From an optimization exercise on the open Yosys and OpenROAD flow, aimed at small area and a short achievable clock period; shortcuts taken in it are not production practice.
The RTL was checked by simulation tests, not by an equivalence proof against the original design.
No activity file was given, so power comes from the tool's default toggle rates.

## run.sh

```bash
#!/bin/bash
# synth_recipe.tcl (not shown) runs the flow's synth.tcl, then flattens the netlist and writes it again
# the make line also repeats each setting of config.mk as NAME=value (left out here)
make -C /OpenROAD-flow-scripts/flow DESIGN_CONFIG=/design/flow/config.mk WORK_HOME=/design/flow/orfs CLKGATE_MAP_FILE= SYNTH_SCRIPT=/design/flow/synth_recipe.tcl finish
```

## config.mk

```make
export PLATFORM = sky130hd
export DESIGN_NAME = pipelinediv
export DESIGN_NICKNAME = pipelinediv
export VERILOG_FILES = /design/flow/design.v
export SDC_FILE = /design/flow/constraint.sdc
export NUM_CORES = 4
export LEC_CHECK = 0
export CAP_MARGIN = 20
export CORE_MARGIN = 2
export CORE_UTILIZATION = 45
export PLACE_DENSITY = 0.6
export SLEW_MARGIN = 20
```

## design.v

```verilog
module fulladder (a,b, cin, s, cout);
input bit a, b, cin;
output bit s, cout;
always_comb
begin
	s=a^b^cin;
	cout=(a&b)|((a^b)&cin);
end
endmodule
module nbitfulladder #(parameter N= 8) (a,b, s, cout);
input bit [N-1:0] a,b;
output bit  [N-1:0] s;
output bit cout;
wire [N-1:0] w;
genvar i;
generate
	for(i=0;i<N;i++)
	begin:adder
		if(i==0)
			fulladder m( a[i],b[i],1'b0, s[i],w[i]);
		else if(i==N-1)
			fulladder m(a[i],b[i],w[i-1],s[i], cout);
		else
			fulladder m(a[i],b[i],w[i-1],s[i],w[i]);
	end
endgenerate
endmodule
module twoscomplement #(parameter N =8)(input bit [N-1:0]in,output bit [N-1:0]out);
assign out = (~(in))+1;
endmodule
module mux2_1 #(parameter N=8)(input bit [N-1:0] in_0, input bit [N-1:0] in_1, input bit sel, output bit [N-1:0] out);
assign out = sel?in_1:in_0;
endmodule
module nbitshifter #(parameter BITSHIFT = 15, parameter BITIN =8 , parameter BITOUT=23) (input bit [BITIN-1:0]in, output bit [BITOUT-1:0]out);
assign out = in<<BITSHIFT;
endmodule
module pipelinediv (clock, dividend, divisor, quotient, remainder);
input clock;
input [31:0] dividend;
input [15:0] divisor;
output [31:0] quotient;
output [15:0] remainder;
reg [31:0] x0;
reg [15:0] d0;
always @(posedge clock) begin x0 <= dividend; d0 <= divisor; end
wire [0:0] g1s0_s = x0[31];
wire [17:0] g1s0_df = {17'd0, g1s0_s} - {2'd0, d0};
wire g1s0_q = ~g1s0_df[17];
wire [0:0] g1s0_r = g1s0_q ? g1s0_df[0:0] : g1s0_s[0:0];
wire [31:0] g1s0_x = {x0[30:0], g1s0_q};
wire [1:0] g1s1_s = {g1s0_r, g1s0_x[31]};
wire [17:0] g1s1_df = {16'd0, g1s1_s} - {2'd0, d0};
wire g1s1_q = ~g1s1_df[17];
wire [1:0] g1s1_r = g1s1_q ? g1s1_df[1:0] : g1s1_s[1:0];
wire [31:0] g1s1_x = {g1s0_x[30:0], g1s1_q};
reg [31:0] x1;
reg [15:0] d1;
reg [1:0] r1;
always @(posedge clock) begin x1 <= g1s1_x; d1 <= d0; r1 <= g1s1_r; end
wire [2:0] g2s0_s = {r1, x1[31]};
wire [17:0] g2s0_df = {15'd0, g2s0_s} - {2'd0, d1};
wire g2s0_q = ~g2s0_df[17];
wire [2:0] g2s0_r = g2s0_q ? g2s0_df[2:0] : g2s0_s[2:0];
wire [31:0] g2s0_x = {x1[30:0], g2s0_q};
wire [3:0] g2s1_s = {g2s0_r, g2s0_x[31]};
wire [17:0] g2s1_df = {14'd0, g2s1_s} - {2'd0, d1};
wire g2s1_q = ~g2s1_df[17];
wire [3:0] g2s1_r = g2s1_q ? g2s1_df[3:0] : g2s1_s[3:0];
wire [31:0] g2s1_x = {g2s0_x[30:0], g2s1_q};
reg [31:0] x2;
reg [15:0] d2;
reg [3:0] r2;
always @(posedge clock) begin x2 <= g2s1_x; d2 <= d1; r2 <= g2s1_r; end
wire [4:0] g3s0_s = {r2, x2[31]};
wire [17:0] g3s0_df = {13'd0, g3s0_s} - {2'd0, d2};
wire g3s0_q = ~g3s0_df[17];
wire [4:0] g3s0_r = g3s0_q ? g3s0_df[4:0] : g3s0_s[4:0];
wire [31:0] g3s0_x = {x2[30:0], g3s0_q};
wire [5:0] g3s1_s = {g3s0_r, g3s0_x[31]};
wire [17:0] g3s1_df = {12'd0, g3s1_s} - {2'd0, d2};
wire g3s1_q = ~g3s1_df[17];
wire [5:0] g3s1_r = g3s1_q ? g3s1_df[5:0] : g3s1_s[5:0];
wire [31:0] g3s1_x = {g3s0_x[30:0], g3s1_q};
reg [31:0] x3;
reg [15:0] d3;
reg [5:0] r3;
always @(posedge clock) begin x3 <= g3s1_x; d3 <= d2; r3 <= g3s1_r; end
wire [6:0] g4s0_s = {r3, x3[31]};
wire [17:0] g4s0_df = {11'd0, g4s0_s} - {2'd0, d3};
wire g4s0_q = ~g4s0_df[17];
wire [6:0] g4s0_r = g4s0_q ? g4s0_df[6:0] : g4s0_s[6:0];
wire [31:0] g4s0_x = {x3[30:0], g4s0_q};
wire [7:0] g4s1_s = {g4s0_r, g4s0_x[31]};
wire [17:0] g4s1_df = {10'd0, g4s1_s} - {2'd0, d3};
wire g4s1_q = ~g4s1_df[17];
wire [7:0] g4s1_r = g4s1_q ? g4s1_df[7:0] : g4s1_s[7:0];
wire [31:0] g4s1_x = {g4s0_x[30:0], g4s1_q};
reg [31:0] x4;
reg [15:0] d4;
reg [7:0] r4;
always @(posedge clock) begin x4 <= g4s1_x; d4 <= d3; r4 <= g4s1_r; end
wire [8:0] g5s0_s = {r4, x4[31]};
wire [17:0] g5s0_df = {9'd0, g5s0_s} - {2'd0, d4};
wire g5s0_q = ~g5s0_df[17];
wire [8:0] g5s0_r = g5s0_q ? g5s0_df[8:0] : g5s0_s[8:0];
wire [31:0] g5s0_x = {x4[30:0], g5s0_q};
wire [9:0] g5s1_s = {g5s0_r, g5s0_x[31]};
wire [17:0] g5s1_df = {8'd0, g5s1_s} - {2'd0, d4};
wire g5s1_q = ~g5s1_df[17];
wire [9:0] g5s1_r = g5s1_q ? g5s1_df[9:0] : g5s1_s[9:0];
wire [31:0] g5s1_x = {g5s0_x[30:0], g5s1_q};
reg [31:0] x5;
reg [15:0] d5;
reg [9:0] r5;
always @(posedge clock) begin x5 <= g5s1_x; d5 <= d4; r5 <= g5s1_r; end
wire [10:0] g6s0_s = {r5, x5[31]};
wire [17:0] g6s0_df = {7'd0, g6s0_s} - {2'd0, d5};
wire g6s0_q = ~g6s0_df[17];
wire [10:0] g6s0_r = g6s0_q ? g6s0_df[10:0] : g6s0_s[10:0];
wire [31:0] g6s0_x = {x5[30:0], g6s0_q};
wire [11:0] g6s1_s = {g6s0_r, g6s0_x[31]};
wire [17:0] g6s1_df = {6'd0, g6s1_s} - {2'd0, d5};
wire g6s1_q = ~g6s1_df[17];
wire [11:0] g6s1_r = g6s1_q ? g6s1_df[11:0] : g6s1_s[11:0];
wire [31:0] g6s1_x = {g6s0_x[30:0], g6s1_q};
reg [31:0] x6;
reg [15:0] d6;
reg [11:0] r6;
always @(posedge clock) begin x6 <= g6s1_x; d6 <= d5; r6 <= g6s1_r; end
wire [12:0] g7s0_s = {r6, x6[31]};
wire [17:0] g7s0_df = {5'd0, g7s0_s} - {2'd0, d6};
wire g7s0_q = ~g7s0_df[17];
wire [12:0] g7s0_r = g7s0_q ? g7s0_df[12:0] : g7s0_s[12:0];
wire [31:0] g7s0_x = {x6[30:0], g7s0_q};
wire [13:0] g7s1_s = {g7s0_r, g7s0_x[31]};
wire [17:0] g7s1_df = {4'd0, g7s1_s} - {2'd0, d6};
wire g7s1_q = ~g7s1_df[17];
wire [13:0] g7s1_r = g7s1_q ? g7s1_df[13:0] : g7s1_s[13:0];
wire [31:0] g7s1_x = {g7s0_x[30:0], g7s1_q};
reg [31:0] x7;
reg [15:0] d7;
reg [13:0] r7;
always @(posedge clock) begin x7 <= g7s1_x; d7 <= d6; r7 <= g7s1_r; end
wire [14:0] g8s0_s = {r7, x7[31]};
wire [17:0] g8s0_df = {3'd0, g8s0_s} - {2'd0, d7};
wire g8s0_q = ~g8s0_df[17];
wire [14:0] g8s0_r = g8s0_q ? g8s0_df[14:0] : g8s0_s[14:0];
wire [31:0] g8s0_x = {x7[30:0], g8s0_q};
wire [15:0] g8s1_s = {g8s0_r, g8s0_x[31]};
wire [17:0] g8s1_df = {2'd0, g8s1_s} - {2'd0, d7};
wire g8s1_q = ~g8s1_df[17];
wire [15:0] g8s1_r = g8s1_q ? g8s1_df[15:0] : g8s1_s[15:0];
wire [31:0] g8s1_x = {g8s0_x[30:0], g8s1_q};
reg [31:0] x8;
reg [15:0] d8;
reg [15:0] r8;
always @(posedge clock) begin x8 <= g8s1_x; d8 <= d7; r8 <= g8s1_r; end
wire [16:0] g9s0_s = {r8, x8[31]};
wire [17:0] g9s0_df = {1'd0, g9s0_s} - {2'd0, d8};
wire g9s0_q = ~g9s0_df[17];
wire [15:0] g9s0_r = g9s0_q ? g9s0_df[15:0] : g9s0_s[15:0];
wire [31:0] g9s0_x = {x8[30:0], g9s0_q};
wire [16:0] g9s1_s = {g9s0_r, g9s0_x[31]};
wire [17:0] g9s1_df = {1'd0, g9s1_s} - {2'd0, d8};
wire g9s1_q = ~g9s1_df[17];
wire [15:0] g9s1_r = g9s1_q ? g9s1_df[15:0] : g9s1_s[15:0];
wire [31:0] g9s1_x = {g9s0_x[30:0], g9s1_q};
reg [31:0] x9;
reg [15:0] d9;
reg [15:0] r9;
always @(posedge clock) begin x9 <= g9s1_x; d9 <= d8; r9 <= g9s1_r; end
wire [16:0] g10s0_s = {r9, x9[31]};
wire [17:0] g10s0_df = {1'd0, g10s0_s} - {2'd0, d9};
wire g10s0_q = ~g10s0_df[17];
wire [15:0] g10s0_r = g10s0_q ? g10s0_df[15:0] : g10s0_s[15:0];
wire [31:0] g10s0_x = {x9[30:0], g10s0_q};
wire [16:0] g10s1_s = {g10s0_r, g10s0_x[31]};
wire [17:0] g10s1_df = {1'd0, g10s1_s} - {2'd0, d9};
wire g10s1_q = ~g10s1_df[17];
wire [15:0] g10s1_r = g10s1_q ? g10s1_df[15:0] : g10s1_s[15:0];
wire [31:0] g10s1_x = {g10s0_x[30:0], g10s1_q};
reg [31:0] x10;
reg [15:0] d10;
reg [15:0] r10;
always @(posedge clock) begin x10 <= g10s1_x; d10 <= d9; r10 <= g10s1_r; end
wire [16:0] g11s0_s = {r10, x10[31]};
wire [17:0] g11s0_df = {1'd0, g11s0_s} - {2'd0, d10};
wire g11s0_q = ~g11s0_df[17];
wire [15:0] g11s0_r = g11s0_q ? g11s0_df[15:0] : g11s0_s[15:0];
wire [31:0] g11s0_x = {x10[30:0], g11s0_q};
wire [16:0] g11s1_s = {g11s0_r, g11s0_x[31]};
wire [17:0] g11s1_df = {1'd0, g11s1_s} - {2'd0, d10};
wire g11s1_q = ~g11s1_df[17];
wire [15:0] g11s1_r = g11s1_q ? g11s1_df[15:0] : g11s1_s[15:0];
wire [31:0] g11s1_x = {g11s0_x[30:0], g11s1_q};
reg [31:0] x11;
reg [15:0] d11;
reg [15:0] r11;
always @(posedge clock) begin x11 <= g11s1_x; d11 <= d10; r11 <= g11s1_r; end
wire [16:0] g12s0_s = {r11, x11[31]};
wire [17:0] g12s0_df = {1'd0, g12s0_s} - {2'd0, d11};
wire g12s0_q = ~g12s0_df[17];
wire [15:0] g12s0_r = g12s0_q ? g12s0_df[15:0] : g12s0_s[15:0];
wire [31:0] g12s0_x = {x11[30:0], g12s0_q};
wire [16:0] g12s1_s = {g12s0_r, g12s0_x[31]};
wire [17:0] g12s1_df = {1'd0, g12s1_s} - {2'd0, d11};
wire g12s1_q = ~g12s1_df[17];
wire [15:0] g12s1_r = g12s1_q ? g12s1_df[15:0] : g12s1_s[15:0];
wire [31:0] g12s1_x = {g12s0_x[30:0], g12s1_q};
reg [31:0] x12;
reg [15:0] d12;
reg [15:0] r12;
always @(posedge clock) begin x12 <= g12s1_x; d12 <= d11; r12 <= g12s1_r; end
wire [16:0] g13s0_s = {r12, x12[31]};
wire [17:0] g13s0_df = {1'd0, g13s0_s} - {2'd0, d12};
wire g13s0_q = ~g13s0_df[17];
wire [15:0] g13s0_r = g13s0_q ? g13s0_df[15:0] : g13s0_s[15:0];
wire [31:0] g13s0_x = {x12[30:0], g13s0_q};
wire [16:0] g13s1_s = {g13s0_r, g13s0_x[31]};
wire [17:0] g13s1_df = {1'd0, g13s1_s} - {2'd0, d12};
wire g13s1_q = ~g13s1_df[17];
wire [15:0] g13s1_r = g13s1_q ? g13s1_df[15:0] : g13s1_s[15:0];
wire [31:0] g13s1_x = {g13s0_x[30:0], g13s1_q};
reg [31:0] x13;
reg [15:0] d13;
reg [15:0] r13;
always @(posedge clock) begin x13 <= g13s1_x; d13 <= d12; r13 <= g13s1_r; end
wire [16:0] g14s0_s = {r13, x13[31]};
wire [17:0] g14s0_df = {1'd0, g14s0_s} - {2'd0, d13};
wire g14s0_q = ~g14s0_df[17];
wire [15:0] g14s0_r = g14s0_q ? g14s0_df[15:0] : g14s0_s[15:0];
wire [31:0] g14s0_x = {x13[30:0], g14s0_q};
wire [16:0] g14s1_s = {g14s0_r, g14s0_x[31]};
wire [17:0] g14s1_df = {1'd0, g14s1_s} - {2'd0, d13};
wire g14s1_q = ~g14s1_df[17];
wire [15:0] g14s1_r = g14s1_q ? g14s1_df[15:0] : g14s1_s[15:0];
wire [31:0] g14s1_x = {g14s0_x[30:0], g14s1_q};
reg [31:0] x14;
reg [15:0] d14;
reg [15:0] r14;
always @(posedge clock) begin x14 <= g14s1_x; d14 <= d13; r14 <= g14s1_r; end
wire [16:0] g15s0_s = {r14, x14[31]};
wire [17:0] g15s0_df = {1'd0, g15s0_s} - {2'd0, d14};
wire g15s0_q = ~g15s0_df[17];
wire [15:0] g15s0_r = g15s0_q ? g15s0_df[15:0] : g15s0_s[15:0];
wire [31:0] g15s0_x = {x14[30:0], g15s0_q};
wire [16:0] g15s1_s = {g15s0_r, g15s0_x[31]};
wire [17:0] g15s1_df = {1'd0, g15s1_s} - {2'd0, d14};
wire g15s1_q = ~g15s1_df[17];
wire [15:0] g15s1_r = g15s1_q ? g15s1_df[15:0] : g15s1_s[15:0];
wire [31:0] g15s1_x = {g15s0_x[30:0], g15s1_q};
reg [31:0] x15;
reg [15:0] d15;
reg [15:0] r15;
always @(posedge clock) begin x15 <= g15s1_x; d15 <= d14; r15 <= g15s1_r; end
wire [16:0] g16s0_s = {r15, x15[31]};
wire [17:0] g16s0_df = {1'd0, g16s0_s} - {2'd0, d15};
wire g16s0_q = ~g16s0_df[17];
wire [15:0] g16s0_r = g16s0_q ? g16s0_df[15:0] : g16s0_s[15:0];
wire [31:0] g16s0_x = {x15[30:0], g16s0_q};
wire [16:0] g16s1_s = {g16s0_r, g16s0_x[31]};
wire [17:0] g16s1_df = {1'd0, g16s1_s} - {2'd0, d15};
wire g16s1_q = ~g16s1_df[17];
wire [15:0] g16s1_r = g16s1_q ? g16s1_df[15:0] : g16s1_s[15:0];
wire [31:0] g16s1_x = {g16s0_x[30:0], g16s1_q};
reg [31:0] x16;
reg [15:0] r16;
wire nz16 = |d15;
always @(posedge clock) begin x16 <= g16s1_x & {32{nz16}}; r16 <= g16s1_r; end
reg [31:0] x17;
reg [15:0] r17;
always @(posedge clock) begin x17 <= x16; r17 <= r16; end
reg [31:0] x18;
reg [15:0] r18;
always @(posedge clock) begin x18 <= x17; r18 <= r17; end
reg [31:0] x19;
reg [15:0] r19;
always @(posedge clock) begin x19 <= x18; r19 <= r18; end
reg [31:0] x20;
reg [15:0] r20;
always @(posedge clock) begin x20 <= x19; r20 <= r19; end
reg [31:0] x21;
reg [15:0] r21;
always @(posedge clock) begin x21 <= x20; r21 <= r20; end
reg [31:0] x22;
reg [15:0] r22;
always @(posedge clock) begin x22 <= x21; r22 <= r21; end
reg [31:0] x23;
reg [15:0] r23;
always @(posedge clock) begin x23 <= x22; r23 <= r22; end
reg [31:0] x24;
reg [15:0] r24;
always @(posedge clock) begin x24 <= x23; r24 <= r23; end
reg [31:0] x25;
reg [15:0] r25;
always @(posedge clock) begin x25 <= x24; r25 <= r24; end
reg [31:0] x26;
reg [15:0] r26;
always @(posedge clock) begin x26 <= x25; r26 <= r25; end
reg [31:0] x27;
reg [15:0] r27;
always @(posedge clock) begin x27 <= x26; r27 <= r26; end
reg [31:0] x28;
reg [15:0] r28;
always @(posedge clock) begin x28 <= x27; r28 <= r27; end
reg [31:0] x29;
reg [15:0] r29;
always @(posedge clock) begin x29 <= x28; r29 <= r28; end
reg [31:0] x30;
reg [15:0] r30;
always @(posedge clock) begin x30 <= x29; r30 <= r29; end
reg [31:0] x31;
reg [15:0] r31;
always @(posedge clock) begin x31 <= x30; r31 <= r30; end
reg [31:0] x32;
reg [15:0] r32;
always @(posedge clock) begin x32 <= x31; r32 <= r31; end
assign quotient = x32;
assign remainder = r32;
endmodule
```

## constraint.sdc

```tcl
create_clock -name core_clock -period 18.0 [get_ports {clock}]
set_input_delay 3.6000 -clock core_clock [delete_from_list [all_inputs] [get_ports {clock}]]
set_output_delay 3.6000 -clock core_clock [all_outputs]
set_load 0.01 [all_outputs]
```

==> notes.md <==
==> per-layer routing <==
metal	GRT usage (%)	vias up	wire length, µm	share of wire, %
met5	0	-	0	0
met4	5.128	0	2212	2.5
met3	2.952	159	3434	3.9
met2	22.72	462	40650	46
met1	17.70	14530	42800	48
li1	-	16530	-	-
==> Yosys cell counts, types with 7 or more instances <==
cell type  instances
dfxtp_1         1768
a211o_1           10
or4_1              8
nand2b_1          33
mux2_4             7
and3_1            19
mux2_1             7
o31a_1            22
o211a_1            7
o21a_1            83
o211ai_1          21
ha_1             390
a31oi_1           23
and2_1            44
nand3b_1           7
or3_1             28
mux2i_1           45
xor2_1            76
or2_2             14
fa_1              31
nor4_1            29
clkbuf_1          13
a21boi_0          13
a21oi_1          215
inv_1            311
nor2_1           230
o21bai_1          15
xnor2_1          178
nand3_1           34
buf_2             15
a21o_1            71
o31ai_1           20
mux2_2           272
nor3_1            70
nor2b_1           63
a211oi_1          28
nand2_1          126
a31o_2            14
nand4_1           10
o21ai_0          149
==> worst register-to-register path, stage by stage (launching register included) <==
cell and delay [ps]:
dfxtp_1 360, ha_1 180, inv_1 60, fa_1 420, a211oi_1 340, o21ai_0 230
a31oi_1 420, o221ai_1 270, a21oi_1 200, nor2_1 50, buf_4 200, mux2_2 320
ha_1 340, nor2b_4 150, o31a_1 280, or4_4 440, a21bo_1 250, a311oi_2 350
nor3b_2 130, o22ai_4 550, mux2_2 420
==> per-stage QoR <==
| step | setup slack [ps] | utilization, % | hold slack (ps) |
|---|---|---|---|
| 2_1_floorplan | 12980 | - | 309.6 |
| 3_3_place_gp | 12040 | 47.78 | 309.5 |
| 3_5_place_dp | 12020 | 47.78 | 312.1 |
| 4_1_cts | 11990 | 52.57 | 277.2 |
| 5_1_grt | 11630 | 52.57 | 282.2 |
| 6_report | 11940 | 52.57 | 282.3 |
==> layout make-up <==
cell class / count / area [µm²] / share of cell area [%]
clock buffers: 225 / 4785 / 7.230
well taps: 1650 / 2064 / 3.120
repair buffers: 108 / 1051 / 1.588
multi-input cells: 2534 / 20470 / 30.94
inverters: 312 / 1171 / 1.770
flip-flops and latches: 1768 / 35390 / 53.48
clock inverters: 81 / 1239 / 1.872
==> cell families (layout without fill, tap and decap cells) <==
kind of cell             count (synthesis)  count (layout)  share of synthesized area, %
AO/OA/AOI/OAI                          787             787                         9.316
AND/OR/NAND/NOR                        741             741                         6.495
buffers and inverters                  349             726                         2.421
XOR/XNOR                               254             254                         3.886
adder cells (fa/ha/maj)                421             421                         9.607
multiplexers                           331             331                         6.458
flip-flops                            1768            1768                         61.82
==> report_power, final <==
part	switching, mW	leakage [nW]	total [mW]	internal [mW]
registers	0.281	14.7	5.19	4.91
clock network	1.48	2.92	3.66	2.18
logic	2.77	10.8	5.53	2.77
total	4.53	28.5	14.4	9.86
==> worst paths after layout <==
| kind | startpoint | endpoint | slack [ps] | cells after the start |
|---|---|---|---|---|
| hold reg to reg | x6[16] | x7[18] | 280 | 0 |
| setup reg to reg | d7[0] | r8[5] | 11940 | 20 |
| setup / recovery | d7[0] | r8[5] | 11940 | 20 |
| hold / removal | x6[16] | x7[18] | 280 | 0 |
==> layout by cell type (no fill, tap or decap), types with 34 or more instances in the layout <==
cell type	synthesis	routed
dfxtp_1	1768	1768
ha_1	390	390
inv_1	311	311
mux2_2	272	272
nor2_1	230	230
a21oi_1	215	215
xnor2_1	178	178
clkbuf_16	0	173
o21ai_0	149	149
nand2_1	126	126
clkdlybuf4s50_1	0	96
o21a_1	83	83
xor2_1	76	76
a21o_1	71	71
nor3_1	70	70
nor2b_1	63	63
mux2i_1	45	45
and2_1	44	44
nand3_1	34	34
==> flow_summary.yaml <==
synth:
  synth_fp_nets: 5121
  synth-seq-area-share_pct: 61.82
  yosysTopAreaCellShare_pct: 61.82
  ys_ff_latch: 1768
  synth_top_area_cell: "dfxtp_1"
  synth_flop_cell: "dfxtp_1"
  yosysUniqueCellTypes: 100
  synth-edff-count: 0
  syn_avg_cell_area_um2: 12.31
  syn_area_um2: 57250
  async_flop_share_pct: 0
  synth_area_leaders: "dfxtp_1, ha_1, mux2_2"
  yosys_warnings: 1
  syn_inst: 4651
status:
  status: "timing/DRC/antenna clean"
routing:
  num_vias: 31680
  dr.pass1.iters: 7
  drtAntennaViolNets: 0
  wl_per_cell_um: 13.34
  drt-vias-per-instance: 4.744
  drc: 0
  drt_wl_total_um: 89100
  drt_iter0_drc: 1326
sta:
  relSlewSlack_pct: 26.97
  finalHoldViolCount: 0
  max_clock_freq_ghz: 0.1651
  slew_violations: 0
  skew_ps: 44.25
  setup_viol: 0
  worst_pin_slew_ps: 1088
  fin_tns_setup_ps: 0
  rsz0062_at_grt: "false"
  fin_crit_sh_pct: 33.65
  period_minus_slack_ps: 6058
grt:
  grt_pass1_vias: 31110
  overflow: 0
  grt_use_total_pct: 13.77
  grt_pass1_wl_um: 149300
  grt_antenna_before_repair: 1
  grt_max_degree: 33
setup_path:
  cp_max_fo: 16
  crit_buf_inv: 2
  crit_type: "reg -> reg"
  critical_path_required_ps: 18660
  crit_chain: "ha_1 > inv_1 > fa_1 > a211oi_1 > o21ai_0 > a31oi_1 > o221ai_1 > a21oi_1 > nor2_1 > buf_4 > mux2_2 > ha_1 > nor2b_4 > o31a_1 > or4_4 > a21bo_1 > a311oi_2 > nor3b_2 > o22ai_4 > mux2_2"
  critPathArrivalTime_ps: 6710
  crit_path_top_delay_cell: "o22ai_4"
  start_kind: "register"
  end_kind: "register"
  path_delay_family: "compound AO/OA/AOI/OAI gates"
  slowest_delay_ps: 550
place:
  dpl.cell_count: 6372
  dpl_cell_area_um2: 60160
  dp_hpwl_um: 64080
  port_buffers: 96
  gp_congestion: 0.8314
layout:
  final-instance-count-excl-fill: 6678
  n_fill_cell: 10800
  drive_above_1_share_pct: 12.67
  fin_nets: 5365
  finalInstanceArea_um2: 66180
  n_antenna_cell: 0
  area_growth_pct: 15.59
run:
  drv_cap: 0
pwr:
  power_leakage_nw: 28.46
  cellPowerDensity_nw_per_um2: 217.4
  max-vdd-ir-drop_mv: 0.1128
  p_total_mw: 14.39
clocking:
  postCtsHoldBufs: 0
  insertion_delay_ps: 790
  cts-root-buf: "clkbuf_16"
  clock-sinks: 1768
  clkTransAtPathRegs_ps: 60
  numCtsBuffers: 171
  htree_num_levels: 4
  cts_tree: "built"
  cts_max_path_buffers: 3
  cts_resized: 0
  postCtsSetupBuffers: 0
floorplan:
  core_um2: 125900
  die_area_um2: 130100
  die_w_um: 360.7
  ios: 97
  die_y_um: 360.7
  initial_core_util_pct: 45.48
  rows: 130
hold_path:
  min_path_type: "reg -> reg"

port drivers added, routing unchanged:
In the flow no input, the clock included, has a driving cell. The finished layout below was timed again as built, in two steps. Step 1 assumes that a clkbuf_16 drives the clock port and a buf_2 every other input. Step 2 times the ports against the registers' clock, not the clock port: input delays grow and output delays shrink by t, the midpoint of the rising clock arrivals with the driver on. Slacks: ideal / step 1 / step 2; pairs: ideal / step 1.
t (ns): 0.830
setup WS [ns]: 11.942 / 11.942 / 11.942
worst data-port slew with drivers (ns): 0.05
After both steps this run still meets setup and hold. For this run, drivers alone change the setup slack by 0.000 ns; drivers and shift together by 0.000 ns.
